This design comes from an exercise in tuning for small area on the open sky130 flow, not from production work.
In this exercise RTL edits were held to simulation tests only and were not proved equivalent to the original.
Power figures rest on the tool's default switching activity, not on a simulated workload.

## EE314_GROUP38
module EE314_GROUP38(
    input              clk,         
    input              rst,         
    output     [6:0]   HEX0,
    output     [6:0]   HEX1,
    output     [6:0]   HEX2,
    output     [6:0]   HEX3,
    output     [6:0]   HEX4,
    output     [6:0]   HEX5,
    input      [3:0]   KEY,
    input      [1:0]   SW,
    output             VGA_BLANK_N,
    output     [7:0]   VGA_B,
    output             VGA_HS,
    output     [7:0]   VGA_R,
    output     [7:0]   VGA_G,
    output             VGA_SYNC_N,
    output             VGA_VS
);
For scale: about 750 cells after synthesis, roughly 78 I/O pins.
Settings: LEC_CHECK=0, CAP_MARGIN=20, CORE_MARGIN=2, CORE_UTILIZATION=40, CTS_BUF_LIST=sky130_fd_sc_hd__clkbuf_8, PLACE_DENSITY=0.6, SLEW_MARGIN=20; clock period 40.0 ns.
standard.sh (not shown) runs the stock make flow with config.mk's settings and CLKGATE_MAP_FILE= SYNTH_SCRIPT=/design/flow/synth_recipe.tcl, a recipe that flattens the netlist after the stock synthesis.
==> flow/flow/run.sh <==
#!/bin/bash
# Own layout flow: the standard flow (standard.sh), with two changes:
#  - after the standard synthesis, the combinational logic between the
#    flip-flops and ports is re-synthesised for area with Yosys and ABC
#    (flow/remap.tcl; three ABC deepsyn runs with different seeds, the
#    smallest result is kept); the flip-flops are left exactly as the
#    standard synthesis made them;
#  - ports are buffered with 1x buffers;
#  - the constant outputs share one tie cell (no repair_tie_fanout).
# The clock tree uses 8x clock buffers and no dummy loads (CTS_ARGS).
# Each tool's full output goes to a log file of its own in the work folder.
set -euo pipefail
here=$(cd "$(dirname "${BASH_SOURCE[0]}")" && pwd)
work=$(pwd)
res=$work/orfs/results/${FLOW_PLATFORM}/EE314_GROUP38/base
export BUFFER_PORTS_ARGS="-buffer_cell sky130_fd_sc_hd__buf_1"
export SKIP_REPAIR_TIE_FANOUT=1
export CTS_ARGS="-sink_clustering_enable -repair_clock_nets -buf_list sky130_fd_sc_hd__clkbuf_8 -dont_use_dummy_load"

bash standard.sh synth > synth.log 2>&1

export REMAP_DIR=$work/remap
mkdir -p "$REMAP_DIR"
export REMAP_LIB=$FLOW_HOME/platforms/${FLOW_PLATFORM}/lib/sky130_fd_sc_hd__tt_025C_1v80.lib
export REMAP_CELLS=$REMAP_DIR/cells.v
export REMAP_IN=$REMAP_DIR/1_2_yosys.standard.v
cp "$res/1_2_yosys.v" "$REMAP_IN"
python3 "$here/cells.py" "$REMAP_LIB" "$REMAP_CELLS" > cells.log 2>&1
pids=()
for s in 1 2 3; do
  echo "strash; &get -n; &deepsyn -T 300 -S $s; &put; dch; amap; topo" > "$REMAP_DIR/s$s.abc"
  REMAP_SCRIPT=$REMAP_DIR/s$s.abc REMAP_OUT=$REMAP_DIR/out$s.v REMAP_STAT=$REMAP_DIR/stat$s.txt \
    yosys -c "$here/remap.tcl" > "remap$s.log" 2>&1 &
  pids+=($!)
done
for p in "${pids[@]}"; do wait "$p" || true; done
best=""; best_area=""
for s in 1 2 3; do
  [[ -s $REMAP_DIR/out$s.v && -s $REMAP_DIR/stat$s.txt ]] || continue
  a=$(awk '/Chip area/ {print $NF}' "$REMAP_DIR/stat$s.txt")
  if [[ -z $best_area ]] || awk -v a="$a" -v b="$best_area" 'BEGIN {exit !(a < b)}'; then
    best=$s; best_area=$a
  fi
done
[[ -n $best ]] || { echo "remap failed" >&2; exit 1; }
echo "remap: kept run $best, area $best_area" > remap.log
cp "$REMAP_DIR/out$best.v" "$res/1_2_yosys.v"
rm -f "$res/1_synth.odb" "$res/1_synth.sdc"
bash standard.sh synth > synth_odb.log 2>&1

bash standard.sh finish > layout.log 2>&1
==> flow/flow/remap.tcl <==
# Re-map the combinational logic of the standard synthesis for area.
# The flip-flops stay as the standard synthesis made them (same instances,
# names and cells): they are black boxes here, and only the logic between
# them and the ports is re-synthesised (ABC deepsyn, then area mapping).
yosys read_verilog $::env(REMAP_CELLS)
yosys read_verilog $::env(REMAP_IN)
yosys hierarchy -top $::env(FLOW_TOP)
yosys flatten
yosys techmap
yosys opt_clean -purge
set dont_use {}
foreach c {sky130_fd_sc_hd__probe_p_8 sky130_fd_sc_hd__probec_p_8 sky130_fd_sc_hd__lpflow_*} {
  lappend dont_use -dont_use $c
}
yosys abc -liberty $::env(REMAP_LIB) {*}$dont_use -script $::env(REMAP_SCRIPT)
yosys opt_clean -purge
# the cells ABC chose, as black boxes, for the checks below
yosys read_liberty -lib -ignore_redef $::env(REMAP_LIB)
yosys hilomap -singleton -hicell sky130_fd_sc_hd__conb_1 HI -locell sky130_fd_sc_hd__conb_1 LO
yosys insbuf -buf sky130_fd_sc_hd__buf_4 A X
yosys splitnets
yosys opt_clean -purge
yosys tee -o $::env(REMAP_STAT) stat -liberty $::env(REMAP_LIB)
yosys check -assert -mapped
yosys write_verilog -noattr -nohex -nodec $::env(REMAP_OUT)
Other scripts of this flow, unchanged in this note and not shown: flow/flow/cells.py
==> next run, changes <==
--- a/flow/flow/run.sh
+++ b/flow/flow/run.sh
@@ -3,7 +3,7 @@
 #  - after the standard synthesis, the combinational logic between the
 #    flip-flops and ports is re-synthesised for area with Yosys and ABC
-#    (flow/remap.tcl; three ABC deepsyn runs with different seeds, the
-#    smallest result is kept); the flip-flops are left exactly as the
-#    standard synthesis made them;
+#    (flow/remap.tcl; four ABC deepsyn runs with different seeds and
+#    starting points, the smallest result is kept); the flip-flops are
+#    left exactly as the standard synthesis made them;
 #  - ports are buffered with 1x buffers;
 #  - the constant outputs share one tie cell (no repair_tie_fanout).
@@ -28,6 +28,10 @@
 python3 "$here/cells.py" "$REMAP_LIB" "$REMAP_CELLS" > cells.log 2>&1
 pids=()
-for s in 1 2 3; do
-  echo "strash; &get -n; &deepsyn -T 300 -S $s; &put; dch; amap; topo" > "$REMAP_DIR/s$s.abc"
+pre="dc2; balance; rewrite; refactor; balance; rewrite; rewrite -z; balance; refactor -z; rewrite -z; balance"
+echo "strash; &get -n; &deepsyn -T 300 -S 1; &put; dch; amap; topo" > "$REMAP_DIR/s1.abc"
+echo "strash; $pre; &get -n; &deepsyn -T 300 -S 1; &put; dch; amap; topo" > "$REMAP_DIR/s2.abc"
+echo "strash; $pre; &get -n; &deepsyn -T 300 -S 2; &put; dch; amap; topo" > "$REMAP_DIR/s3.abc"
+echo "strash; &get -n; &deepsyn -T 300 -S 3; &put; dch; amap; topo" > "$REMAP_DIR/s4.abc"
+for s in 1 2 3 4; do
   REMAP_SCRIPT=$REMAP_DIR/s$s.abc REMAP_OUT=$REMAP_DIR/out$s.v REMAP_STAT=$REMAP_DIR/stat$s.txt \
     yosys -c "$here/remap.tcl" > "remap$s.log" 2>&1 &
@@ -36,5 +40,5 @@
 for p in "${pids[@]}"; do wait "$p" || true; done
 best=""; best_area=""
-for s in 1 2 3; do
+for s in 1 2 3 4; do
   [[ -s $REMAP_DIR/out$s.v && -s $REMAP_DIR/stat$s.txt ]] || continue
   a=$(awk '/Chip area/ {print $NF}' "$REMAP_DIR/stat$s.txt")
Effect:
- The changed run ran to the end with no violations
- global-route usage rises by 0.22 points
- setup slack loses 0.043 ns
- area after synthesis rises slightly
- design area rises slightly
- wire length rises by a few percent
- sequential power rises slightly
- worst hold slack stays flat
- total power rises by a few percent
- count of clock-buffer cells in the layout stays the same
- sequential cell count does not change
==> next run, changes <==
--- a/flow/flow/run.sh
+++ b/flow/flow/run.sh
@@ -3,6 +3,7 @@
 #  - after the standard synthesis, the combinational logic between the
 #    flip-flops and ports is re-synthesised for area with Yosys and ABC
-#    (flow/remap.tcl; four ABC deepsyn runs with different seeds and
-#    starting points, the smallest result is kept); the flip-flops are
+#    (flow/remap.tcl; eight ABC deepsyn runs with different seeds and
+#    starting points, each followed by a don't-care resubstitution pass
+#    (mfs2) and remapping; the smallest result is kept); the flip-flops are
 #    left exactly as the standard synthesis made them;
 #  - ports are buffered with 1x buffers;
@@ -27,18 +28,25 @@
 cp "$res/1_2_yosys.v" "$REMAP_IN"
 python3 "$here/cells.py" "$REMAP_LIB" "$REMAP_CELLS" > cells.log 2>&1
-pids=()
 pre="dc2; balance; rewrite; refactor; balance; rewrite; rewrite -z; balance; refactor -z; rewrite -z; balance"
-echo "strash; &get -n; &deepsyn -T 300 -S 1; &put; dch; amap; topo" > "$REMAP_DIR/s1.abc"
-echo "strash; $pre; &get -n; &deepsyn -T 300 -S 1; &put; dch; amap; topo" > "$REMAP_DIR/s2.abc"
-echo "strash; $pre; &get -n; &deepsyn -T 300 -S 2; &put; dch; amap; topo" > "$REMAP_DIR/s3.abc"
-echo "strash; &get -n; &deepsyn -T 300 -S 3; &put; dch; amap; topo" > "$REMAP_DIR/s4.abc"
-for s in 1 2 3 4; do
-  REMAP_SCRIPT=$REMAP_DIR/s$s.abc REMAP_OUT=$REMAP_DIR/out$s.v REMAP_STAT=$REMAP_DIR/stat$s.txt \
-    yosys -c "$here/remap.tcl" > "remap$s.log" 2>&1 &
-  pids+=($!)
+post="dch; amap; mfs2 -W 4 -M 500; strash; dch; amap; topo"
+run_remap() {  # $1: run number, $2: deepsyn seed, $3: 1 to start from a rewritten graph
+  local p=""
+  [[ $3 == 1 ]] && p="$pre; "
+  echo "strash; $p&get -n; &deepsyn -T 240 -S $2; &put; $post" > "$REMAP_DIR/s$1.abc"
+  REMAP_SCRIPT=$REMAP_DIR/s$1.abc REMAP_OUT=$REMAP_DIR/out$1.v REMAP_STAT=$REMAP_DIR/stat$1.txt \
+    yosys -c "$here/remap.tcl" > "remap$1.log" 2>&1
+}
+# two rounds of four runs in parallel (NUM_CORES is 4)
+for round in 0 1; do
+  pids=()
+  for i in 1 2 3 4; do
+    n=$((round * 4 + i))
+    run_remap "$n" "$n" $((i % 2)) &
+    pids+=($!)
+  done
+  for p in "${pids[@]}"; do wait "$p" || true; done
 done
-for p in "${pids[@]}"; do wait "$p" || true; done
 best=""; best_area=""
-for s in 1 2 3 4; do
+for s in 1 2 3 4 5 6 7 8; do
   [[ -s $REMAP_DIR/out$s.v && -s $REMAP_DIR/stat$s.txt ]] || continue
   a=$(awk '/Chip area/ {print $NF}' "$REMAP_DIR/stat$s.txt")
Result: The changed run completed without violations; wire length falls by 7.5%; design area barely changes; clock skew decreases by 0.013 ns; count of clock-buffer cells in the layout stays the same; die area barely changes.

## afterwards: timing with drivers on the ports
Ports are ideal in the flow. The routed layouts listed here were re-timed in OpenROAD. Step 1 assumes that a clkbuf_16 drives the clock port and a buf_2 every other input. Step 2 moves the port delays by t, midway between the first and last clock arrival at a register: inputs arrive t later, outputs are due t later. That takes back most of the time a late clock gives input paths. a / b / c = no drivers / after step 1 / after step 2; a / b = the first two.
run | t (ns) | setup WS [ns] | worst setup path after step 2 | latest minus earliest clock arrival (ns) | worst data-port slew with drivers (ns)
the first run | 0.381 | 28.116 / 28.128 / 27.748 | input to register | 0.029 / 0.029 | 0.03
the second run | 0.389 | 28.073 / 28.087 / 27.698 | input to register | 0.032 / 0.033 | 0.03
the third run | 0.398 | 28.852 / 28.853 / 28.455 | input to register | 0.018 / 0.018 | 0.04
After both steps every run listed still meets setup and hold. The setup slack of the third run, which loses most, moves by +0.001 ns with the drivers and by -0.397 ns with both steps.
